This design comes from an exercise in tuning for small area on the open sky130 flow, not from production work.
In this exercise RTL edits were held to simulation tests only and were not proved equivalent to the original.

==> 05-12 <==
## snn_top
module snn_top #(
    parameter int ECG_WIDTH          = 11,   
    parameter int DM_STEP_SIZE       = 4,    
    parameter int NUM_HIDDEN_LAYERS  = 4,
    parameter int NEURONS_PER_LAYER  = 8,
    parameter int NEURON_WIDTH       = 16,   
    parameter int NEURON_FRAC_WIDTH  = 8,    
    parameter int CURRENT_WIDTH      = 16,
    parameter int CURRENT_FRAC_WIDTH = 1,
    parameter int WEIGHT_WIDTH       = 8,
    parameter int NUM_TIMESTEPS      = 10,   
    parameter logic signed [31:0] MATCH_THRESHOLD = 32'h0001_0000
)(
    input  logic                                        clk,
    input  logic                                        rst_n,
    input  logic [ECG_WIDTH-1:0]                        ecg_in,
    input  logic                                        inference_start,
    output logic                                        inference_done,
    output logic                                        match,
    output logic [1:0]                                  dm_spike_raster,  
    output logic [NUM_HIDDEN_LAYERS*NEURONS_PER_LAYER-1:0] spike_raster,
    output logic signed [31:0]                          prediction,
    input  logic                                        weight_en,
    input  logic [$clog2(NEURONS_PER_LAYER)-1:0]        weight_addr,
    input  logic signed [NEURON_WIDTH-1:0]              weight_data
);
export LEC_CHECK = 0
export CAP_MARGIN = 20
export CORE_MARGIN = 2
export CORE_UTILIZATION = 55
export CTS_BUF_LIST = sky130_fd_sc_hd__clkbuf_16
export CTS_CLUSTER_DIAMETER = 60
export CTS_CLUSTER_SIZE = 24
export PLACE_DENSITY = 0.7
export SLEW_MARGIN = 20
create_clock -name core_clock -period 14.0 [get_ports {clk}]
run.sh (not shown) runs the stock make flow with config.mk's settings and CLKGATE_MAP_FILE= SYNTH_SCRIPT=/design/flow/synth_recipe.tcl, a recipe that flattens the netlist after the stock synthesis.
==> 06-05 (differences from 05-12) <==
Settings changed: CORE_UTILIZATION 55 to 40, CTS_BUF_LIST sky130_fd_sc_hd__clkbuf_16 to sky130_fd_sc_hd__clkbuf_4 sky130_fd_sc_hd__clkbuf_8, CTS_CLUSTER_DIAMETER 60 to not set, CTS_CLUSTER_SIZE 24 to 30, PLACE_DENSITY 0.7 to 0.6.
==> comparison <==
06-05 completed with no timing, DRC or antenna violations. 05-12 finished clean.
In 05-12 the via count is smaller than in 06-05, by 0.98%.
In synthesized cell count, 06-05 and 05-12 do not differ.
Against 06-05, the design area of 05-12 is smaller by about 2.8%.
Against 06-05, the utilization of 05-12 is higher by 16 points.
In 06-05 the non-clock buffer count is higher than in 05-12, by 6.
Against 05-12, the wire length of 06-05 is higher by 6.7%.
Against 06-05, the first-iteration DRC count of 05-12 is higher by about 7%.
==> figures <==
| item | 05-12 | 06-05 |
|---|---|---|
| Die Span X | 300 µm | 352 µm |
| Full die area | 90300 µm² | 124000 µm² |
| GRT met1 Usage | 34.5% | 25.9% |
| Diode count | 1 | 3 |
| Root buffer cell | sky130_fd_sc_hd__clkbuf_16 | sky130_fd_sc_hd__clkbuf_8 |
| Via count | 29.1k | 29.4k |
| Result of the run | timing/DRC/antenna clean | timing/DRC/antenna clean |
| Worst slew margin relative to its limit | 32.1% | 32.2% |
| H-tree depth | 3 | 4 |
| Post-placement cell area | 50500 µm² | 51200 µm² |
| Total met2 wirelength after detailed routing | 48300 µm | 50300 µm |
| Actual slew at the worst max-slew pin | 1020 ps | 1020 ps |
| Min-delay src | ring[23][14] | ring[13][11] |
| Wire length on met1 | 45800 µm | 50500 µm |


==> build 90: inputs <==
snn_top, a different RTL version from the one above (not shown whole).
export LEC_CHECK = 0
export CAP_MARGIN = 10
export CORE_MARGIN = 2
export CORE_UTILIZATION = 65
export CTS_BUF_LIST = sky130_fd_sc_hd__clkbuf_8
export CTS_CLUSTER_DIAMETER = 70
export CTS_CLUSTER_SIZE = 16
export PLACE_DENSITY = 0.75
export SLEW_MARGIN = 10
create_clock -name core_clock -period 14.0 [get_ports {clk}]
standard.sh (not shown) runs the stock make flow with config.mk's settings and CLKGATE_MAP_FILE= SYNTH_SCRIPT=/design/flow/synth_recipe.tcl, a recipe that flattens the netlist after the stock synthesis.
==> flow/flow/run.sh <==
#!/bin/bash
# Layout: the standard flow (standard.sh), with these changes:
#  - after the standard synthesis, flow/polarity.py chooses the polarity of
#    each full-adder cell so that fewer inverters are needed between adders,
#    then flow/reabc.sh re-maps the other combinational logic with ABC
#    (combinational cells only; every register is left as synthesized);
#  - the input and output port buffers are the smallest buffer cell (buf_1)
#    rather than the delay buffer the flow picks by default;
#  - clock tree synthesis runs without dummy loads (CTS_ARGS repeats the
#    flow's CTS settings from config.mk and adds -dont_use_dummy_load).
# Each step writes its full output to its own log file in this folder.
set -euo pipefail
export BUFFER_PORTS_ARGS="-buffer_cell sky130_fd_sc_hd__buf_1"
export CTS_ARGS="-sink_clustering_enable -repair_clock_nets -sink_clustering_size 16 -sink_clustering_max_diameter 70 -buf_list sky130_fd_sc_hd__clkbuf_8 -dont_use_dummy_load"
R=orfs/results/sky130hd/snn_top/base
bash standard.sh synth > standard_synth.log 2>&1
cp "$R/1_2_yosys.v" 1_2_yosys.standard.v
python3 flow/polarity.py 1_2_yosys.standard.v 1_2_yosys.polarity.v --remap > polarity.log 2>&1
bash flow/reabc.sh 1_2_yosys.polarity.v "$R/1_2_yosys.v" > reabc.log 2>&1
touch "$R/1_2_yosys.v"
bash standard.sh > standard_flow.log 2>&1
==> flow/flow/reabc.sh <==
#!/bin/bash
# reabc.sh IN.v OUT.v : re-map the netlist's plain combinational logic with
# ABC (as ORFS's synthesis does, same script, liberty and don't-use cells),
# keeping every flip-flop, tie cell and full-adder cell as it is (half
# adders are re-mapped with the logic around them).
# Run after polarity.py, so that ABC can fold the inverters that pass added
# into the surrounding logic.
set -euo pipefail
IN=$1
OUT=$2
P=$FLOW_HOME/platforms/sky130hd
LIB=$P/lib/sky130_fd_sc_hd__tt_025C_1v80.lib
YOSYS=${YOSYS_EXE:-$FLOW_HOME/../tools/install/yosys/bin/yosys}
DONT_USE=""
for c in $(sed -n '/^export DONT_USE_CELLS/,/^$/p' $P/config.mk | tr -d '\\' | tr ' ' '\n' | grep '^sky130_'); do
  DONT_USE="$DONT_USE -dont_use $c"
done
cat > reabc.ys <<EOT
read_liberty -ignore_miss_func $LIB
read_verilog $IN
hierarchy -top snn_top
setattr -mod -set keep_hierarchy 1 sky130_fd_sc_hd__fa_* sky130_fd_sc_hd__df* sky130_fd_sc_hd__edf* sky130_fd_sc_hd__conb_1
flatten
opt -purge
abc -script $FLOW_HOME/scripts/abc_speed.script -liberty $LIB $DONT_USE -D 14000
setundef -zero
splitnets
opt_clean -purge
hilomap -singleton -hicell sky130_fd_sc_hd__conb_1 HI -locell sky130_fd_sc_hd__conb_1 LO
insbuf -buf sky130_fd_sc_hd__buf_1 A X
opt_clean -purge
select snn_top
write_verilog -noattr -noexpr -nohex -nodec -selected $OUT
EOT
$YOSYS -s reabc.ys
Other scripts of this flow, unchanged in this note and not shown: flow/flow/polarity.py
==> inputs of build 30, as changes to build 90 <==
--- a/flow/config.mk
+++ b/flow/config.mk
@@ -12,4 +12,5 @@
 export CTS_CLUSTER_DIAMETER = 70
 export CTS_CLUSTER_SIZE = 16
+export GPL_TIMING_DRIVEN = 0
 export PLACE_DENSITY = 0.75
 export SLEW_MARGIN = 10
==> inputs of trial 55, as changes to build 90 <==
==> flow/flow/abc_remap.script (new file) <==
&get -n
&st
&dch
&nf
&st
&syn2
&if -g -K 6
&synch2
&nf
&st
&syn2
&if -g -K 6
&synch2
&nf
&st
&syn2
&if -g -K 6
&synch2
&nf
&st
&syn2
&if -g -K 6
&synch2
&nf
&st
&syn2
&if -g -K 6
&synch2
&nf
&put
topo
stime -c
dnsize -c
--- a/flow/flow/reabc.sh
+++ b/flow/flow/reabc.sh
@@ -1,5 +1,7 @@
 #!/bin/bash
 # reabc.sh IN.v OUT.v : re-map the netlist's plain combinational logic with
-# ABC (as ORFS's synthesis does, same script, liberty and don't-use cells),
+# ABC (ORFS's speed script without its buffering and upsizing, which the
+# layout's own timing repair does where needed; same liberty and
+# don't-use cells),
 # keeping every flip-flop, tie cell and full-adder cell as it is (half
 # adders are re-mapped with the logic around them).
@@ -23,5 +25,5 @@
 flatten
 opt -purge
-abc -script $FLOW_HOME/scripts/abc_speed.script -liberty $LIB $DONT_USE -D 14000
+abc -script $(pwd)/flow/abc_remap.script -liberty $LIB $DONT_USE -D 14000
 setundef -zero
 splitnets
--- a/flow/config.mk
+++ b/flow/config.mk
@@ -12,4 +12,5 @@
 export CTS_CLUSTER_DIAMETER = 70
 export CTS_CLUSTER_SIZE = 16
+export GPL_TIMING_DRIVEN = 0
 export PLACE_DENSITY = 0.75
 export SLEW_MARGIN = 10
==> inputs of trial 35, as changes to build 90 <==
--- a/flow/flow/run.sh
+++ b/flow/flow/run.sh
@@ -12,5 +12,5 @@
 set -euo pipefail
 export BUFFER_PORTS_ARGS="-buffer_cell sky130_fd_sc_hd__buf_1"
-export CTS_ARGS="-sink_clustering_enable -repair_clock_nets -sink_clustering_size 16 -sink_clustering_max_diameter 70 -buf_list sky130_fd_sc_hd__clkbuf_8 -dont_use_dummy_load"
+export CTS_ARGS="-sink_clustering_enable -repair_clock_nets -sink_clustering_size 18 -sink_clustering_max_diameter 80 -buf_list sky130_fd_sc_hd__clkbuf_8 -dont_use_dummy_load"
 R=orfs/results/sky130hd/snn_top/base
 bash standard.sh synth > standard_synth.log 2>&1
--- a/flow/config.mk
+++ b/flow/config.mk
@@ -10,6 +10,6 @@
 export CORE_UTILIZATION = 65
 export CTS_BUF_LIST = sky130_fd_sc_hd__clkbuf_8
-export CTS_CLUSTER_DIAMETER = 70
-export CTS_CLUSTER_SIZE = 16
+export CTS_CLUSTER_DIAMETER = 80
+export CTS_CLUSTER_SIZE = 18
 export PLACE_DENSITY = 0.75
 export SLEW_MARGIN = 10
==> notes <==
Synthesized cell count, highest first: trial 35, build 90, build 30, trial 55. Design area: trial 55 is larger than build 90 (1.1%). In build 30 the critical path depth is higher than in trial 55, by 4. Setup slack, highest first: build 90, trial 35, trial 55, build 30.
==> figures <==
| item | build 30 | trial 55 | trial 35 | build 90 |
|---|---|---|---|---|
| Result of the run | finished clean | finished clean | finished clean | finished clean |
| Worst path max stage delay | 660 ps | 800 ps | 840 ps | 990 ps |
| Clock Skew | 113.1 ps | 77.33 ps | 81.53 ps | 68.01 ps |
| Number of antenna violations at the first check in global routing | 2 | 1 | 2 | 2 |
| Fraction of the core area covered by cells at the end of the flow | 70.08% | 70.51% | 69.12% | 69.28% |
| Cell area after technology mapping | 0.04504 mm^2 | 0.04456 mm^2 | 0.04494 mm^2 | 0.04512 mm^2 |
| Reg-to-reg slack, setup | 550 ps | 600 ps | 1320 ps | 1630 ps |
| Worst path buffer plus inverter count | 6 | 4 | 2 | 2 |
| Post-synthesis area per instance | 12.44 um^2 | 12.61 um^2 | 12.36 um^2 | 12.44 um^2 |
| Worst slew slack as a fraction of its limit | 9.249% | 29.79% | 21.39% | 24.94% |
| Footprint of the flip-flops and latches | 0.02228 mm^2 | 0.02228 mm^2 | 0.02227 mm^2 | 0.02227 mm^2 |
| Wire length on met1 | 43870 um | 42490 um | 45100 um | 45380 um |
| Inverters | 113 | 116 | 114 | 114 |


==> inputs of run M <==
snn_top, a different RTL version from the one above (not shown whole).
Design snn_top, start of the top module:
module snn_top #(
    parameter int ECG_WIDTH          = 11,   
    parameter int DM_STEP_SIZE       = 4,    
    parameter int NUM_HIDDEN_LAYERS  = 4,
    parameter int NEURONS_PER_LAYER  = 8,
    parameter int NEURON_WIDTH       = 16,   
    parameter int NEURON_FRAC_WIDTH  = 8,    
    parameter int CURRENT_WIDTH      = 16,
    parameter int CURRENT_FRAC_WIDTH = 1,
    parameter int WEIGHT_WIDTH       = 8,
    parameter int NUM_TIMESTEPS      = 10,   
    parameter logic signed [31:0] MATCH_THRESHOLD = 32'h0001_0000
)(
    input  logic                                        clk,
    input  logic                                        rst_n,
    input  logic [ECG_WIDTH-1:0]                        ecg_in,
    input  logic                                        inference_start,
    output logic                                        inference_done,
    output logic                                        match,
    output logic [1:0]                                  dm_spike_raster,  
    output logic [NUM_HIDDEN_LAYERS*NEURONS_PER_LAYER-1:0] spike_raster,
    output logic signed [31:0]                          prediction,
    input  logic                                        weight_en,
    input  logic [$clog2(NEURONS_PER_LAYER)-1:0]        weight_addr,
    input  logic signed [NEURON_WIDTH-1:0]              weight_data
);
clock: 14.0 ns
lec_check: 0
cap_margin: 20
core_margin: 2
core_utilization: 55
cts_buf_list: sky130_fd_sc_hd__clkbuf_8
cts_cluster_diameter: 70
cts_cluster_size: 16
place_density: 0.7
slew_margin: 20
run.sh (not shown) runs the stock make flow with config.mk's settings and CLKGATE_MAP_FILE= SYNTH_SCRIPT=/design/flow/synth_recipe.tcl, a recipe that flattens the netlist after the stock synthesis.
Stock flow here: none of the scripts above is used.
==> run F (differences from run M) <==
==> flow/flow/run.sh (new file) <==
#!/bin/bash
# Layout: the standard flow (standard.sh, the standard synthesis included),
# with one change: the input and output port buffers are the smallest buffer
# cell (buf_1) rather than the delay buffer the flow picks by default.
set -euo pipefail
export BUFFER_PORTS_ARGS="-buffer_cell sky130_fd_sc_hd__buf_1"
bash standard.sh > standard_flow.log 2>&1
==> flow/standard.sh (new file) <==
#!/bin/bash
# synth_recipe.tcl (not shown) runs the flow's synth.tcl, then flattens the netlist and writes it again
# the make line also repeats each setting of config.mk as NAME=value (left out here)
make -C /OpenROAD-flow-scripts/flow DESIGN_CONFIG=/design/flow/config.mk WORK_HOME=/design/flow/orfs CLKGATE_MAP_FILE= SYNTH_SCRIPT=/design/flow/synth_recipe.tcl "${@:-finish}"
removed: flow/run.sh
==> run H (differences from run M) <==
Settings changed: CTS_BUF_LIST sky130_fd_sc_hd__clkbuf_8 to sky130_fd_sc_hd__clkbuf_4, CTS_CLUSTER_DIAMETER 70 to 40, CTS_CLUSTER_SIZE 16 to 10.
==> run X (differences from run M) <==
Settings changed: CTS_CLUSTER_DIAMETER 70 to 60, CTS_CLUSTER_SIZE 16 to 18.
==> comparison <==
Routed wire length, lowest first: run F, run M, run X, run H.
Flip-flop and latch count is the same in run F and run M.
Fmax, lowest first: run H, run M, run X, run F.
In synthesized cell count, run X and run H do not differ.
Setup slack: run X is higher than run H (0.12 ns).
Clock skew: run F < run X < run M < run H.
Final cell count is about the same in run F and run M.


==> run D <==
snn_top again, from the RTL that the note above started with.
clock: 14.0 ns
lec_check: 0
cap_margin: 10
core_margin: 2
core_utilization: 65
cts_buf_list: sky130_fd_sc_hd__clkbuf_8
cts_cluster_diameter: 70
cts_cluster_size: 16
place_density: 0.75
slew_margin: 10
standard.sh (not shown) runs the stock make flow with config.mk's settings and CLKGATE_MAP_FILE= SYNTH_SCRIPT=/design/flow/synth_recipe.tcl, a recipe that flattens the netlist after the stock synthesis.
==> flow/flow/run.sh <==
#!/bin/bash
# Layout: the standard flow (standard.sh), with these changes:
#  - after the standard synthesis, flow/polarity.py chooses the polarity of
#    each full-adder cell so that fewer inverters are needed between adders,
#    then flow/reabc.sh re-maps the other combinational logic with ABC
#    (combinational cells only; every register is left as synthesized);
#  - the input and output port buffers are the smallest buffer cell (buf_1)
#    rather than the delay buffer the flow picks by default;
#  - clock tree synthesis runs without dummy loads (CTS_ARGS repeats the
#    flow's CTS settings from config.mk and adds -dont_use_dummy_load).
# Each step writes its full output to its own log file in this folder.
set -euo pipefail
export BUFFER_PORTS_ARGS="-buffer_cell sky130_fd_sc_hd__buf_1"
export CTS_ARGS="-sink_clustering_enable -repair_clock_nets -sink_clustering_size 16 -sink_clustering_max_diameter 70 -buf_list sky130_fd_sc_hd__clkbuf_8 -dont_use_dummy_load"
R=orfs/results/sky130hd/snn_top/base
bash standard.sh synth > standard_synth.log 2>&1
cp "$R/1_2_yosys.v" 1_2_yosys.standard.v
python3 flow/polarity.py 1_2_yosys.standard.v 1_2_yosys.polarity.v --remap > polarity.log 2>&1
bash flow/reabc.sh 1_2_yosys.polarity.v "$R/1_2_yosys.v" > reabc.log 2>&1
touch "$R/1_2_yosys.v"
bash standard.sh > standard_flow.log 2>&1
Other scripts of this flow, unchanged in this note and not shown: flow/flow/polarity.py, flow/flow/reabc.sh
==> inputs of run C, as changes to run D <==
--- a/flow/design.v
+++ b/flow/design.v
@@ -27,31 +27,35 @@
         .a(signal[10:2]), .b({9{~up}}), .cin(up), .s(step_hi), .cout(unused1)
     );
     logic [10:0] next_up, next_down;
     assign next_up   = (&signal[10:2]) ? 11'h7ff : {step_hi, signal[1:0]};
     assign next_down = lt4 ? 11'h000 : {step_hi, signal[1:0]};
+    always_ff @(posedge clk) begin
+        if (!init)
+            signal <= ecg_in;
+        else if (!last_cycle_spiked && up)
+            signal <= next_up;
+        else if (!last_cycle_spiked && down)
+            signal <= next_down;
+    end
     always_ff @(posedge clk or negedge rst_n) begin
         if (!rst_n) begin
-            signal <= '0;
             dm_spike_out <= 2'b00;
             init <= 1'b0;
             last_cycle_spiked <= 1'b0;
         end else begin
             dm_spike_out <= 2'b00;
             if (!init) begin
-                signal <= ecg_in;
                 init <= 1'b1;
             end else if (last_cycle_spiked) begin
                 last_cycle_spiked <= 1'b0;
             end else if (up) begin
                 dm_spike_out[0] <= 1'b1;
                 last_cycle_spiked <= 1'b1;
-                signal <= next_up;
             end else if (down) begin
                 dm_spike_out[1] <= 1'b1;
                 last_cycle_spiked <= 1'b1;
-                signal <= next_down;
             end
         end
     end
 endmodule
 module aer_input2 (
@@ -82,14 +86,12 @@
     input  logic        step_rst,
     input  logic [23:0] spike_vec,    
     output logic        busy
 );
     logic [3:0] served;    
-    always_ff @(posedge clk or negedge rst_n) begin
-        if (!rst_n)
-            served <= '0;
-        else if (step_rst)
+    always_ff @(posedge clk) begin
+        if (step_rst)
             served <= '0;
         else if (!served[3])
             served <= served + 4'd1;
     end
     logic [3:0] cnt [3];
@@ -2824,14 +2826,12 @@
                                                 zmode ? 16'sd0 : upd[L];
             end
         end
     endgenerate
     logic [1:0] s_lat;      
-    always_ff @(posedge clk or negedge rst_n) begin
-        if (!rst_n)
-            s_lat <= '0;
-        else if (neuron_en)
+    always_ff @(posedge clk) begin
+        if (neuron_en)
             s_lat <= in_serviced;
     end
     logic signed [10:0] itab [4][NEURONS_PER_LAYER];
     logic [7:0]         qtab [4][NEURONS_PER_LAYER];
     generate
@@ -2965,18 +2965,18 @@
                 state_next     = S_IDLE;
             end
             default: state_next = S_IDLE;
         endcase
     end
+    always_ff @(posedge clk)
+        timestep <= timestep_next;
     always_ff @(posedge clk or negedge rst_n) begin
         if (!rst_n) begin
             state    <= S_IDLE;
-            timestep <= '0;
             output_done_seen <= 1'b0;
         end else begin
             state    <= state_next;
-            timestep <= timestep_next;
             if (state == S_SAMPLE)
                 output_done_seen <= 1'b0;
             else if (state == S_PROCESS && output_done)
                 output_done_seen <= 1'b1;
         end
==> inputs of run Z, as changes to run D <==
CORE_UTILIZATION = 72   (was 65)
PLACE_DENSITY = 0.8   (was 0.75)
==> results.json <==
{
  "drt-met1-wl_um": 42500,
  "grt_pass1_wl_um": 167000,
  "num_vias": 28000,
  "status": "timing/DRC/antenna clean",
  "min_to": "ring[5][0]$_DFF_P_",
  "placed_area_um2": 47000,
  "reg2reg_setup_slack_ns": 0.79,
  "cp.arrival_ns": 13.59,
  "seq_area_um2": 22300,
  "fp-row-count": 97,
  "fin_util_pct": 69.0,
  "clkbuf_count": 75,
  "track_usage_pct": 30.3,
  "setup_slack_ns": 0.789,
  "layoutNonFillerInstCount": 4709
}
-- figures above: run D

==> results.json <==
{
  "status": "timing/DRC/antenna clean",
  "num_vias": 29200,
  "seq_area_um2": 22300,
  "drt-met1-wl_um": 44600,
  "track_usage_pct": 34.5,
  "fp-row-count": 92,
  "cp.arrival_ns": 13.52,
  "setup_slack_ns": 0.847,
  "fin_util_pct": 76.2,
  "min_to": "ring[13][0]$_DFF_P_",
  "reg2reg_setup_slack_ns": 0.85,
  "clkbuf_count": 72,
  "layoutNonFillerInstCount": 4607
}
-- figures above: run Z

==> results.json <==
{
  "status": "timing/DRC/antenna clean",
  "fp-row-count": 96,
  "fin_util_pct": 69.4,
  "clkbuf_count": 74,
  "drt-met1-wl_um": 44600,
  "min_to": "ring[24][14]$_DFF_P_",
  "cp.arrival_ns": 12.44,
  "reg2reg_setup_slack_ns": 2.04,
  "track_usage_pct": 30.1,
  "layoutNonFillerInstCount": 4672
}
-- figures above: run C

-- afterwards: timing with drivers on the ports --
The flow's constraints put no driver on any port. The routed layouts listed below were extracted and timed again, unchanged, in two steps. Step 1: set_driving_cell puts a clkbuf_16 on clk and a buf_2 on each other input, an assumption about the parent block. Step 2, shift: input delay + t, output delay - t, t = (earliest + latest rising clock arrival at the registers) / 2. This alone moves slack from input paths to output paths. Three values: no drivers, after step 1, after step 2; two values: the first two.
run	t, ns	setup slack, ns	worst setup path at the end	worst data-port slew with drivers (ns)
05-12	0.702	0.829 / 0.829 / 0.829	register to register	0.09
06-05	0.885	0.731 / 0.731 / 0.731	register to register	0.12
build 90	0.752	1.629 / 1.629 / 1.629	register to register	0.05
build 30	0.748	0.546 / 0.546 / 0.546	register to register	0.12
trial 55	0.716	0.596 / 0.596 / 0.596	register to register	0.05
trial 35	0.748	1.319 / 1.319 / 1.319	register to register	0.07
run M	0.774	1.142 / 1.142 / 1.142	register to register	0.10
run F	0.776	1.385 / 1.385 / 1.385	register to register	0.10
run H	1.097	1.115 / 1.115 / 1.115	register to register	0.10
run X	0.798	1.234 / 1.234 / 1.234	register to register	0.11
run D	0.717	0.789 / 0.789 / 0.789	register to register	0.11
run C	0.725	2.037 / 2.037 / 2.037	register to register	0.07
run Z	0.751	0.847 / 0.847 / 0.847	register to register	0.09
After both steps every run listed still meets setup and hold.
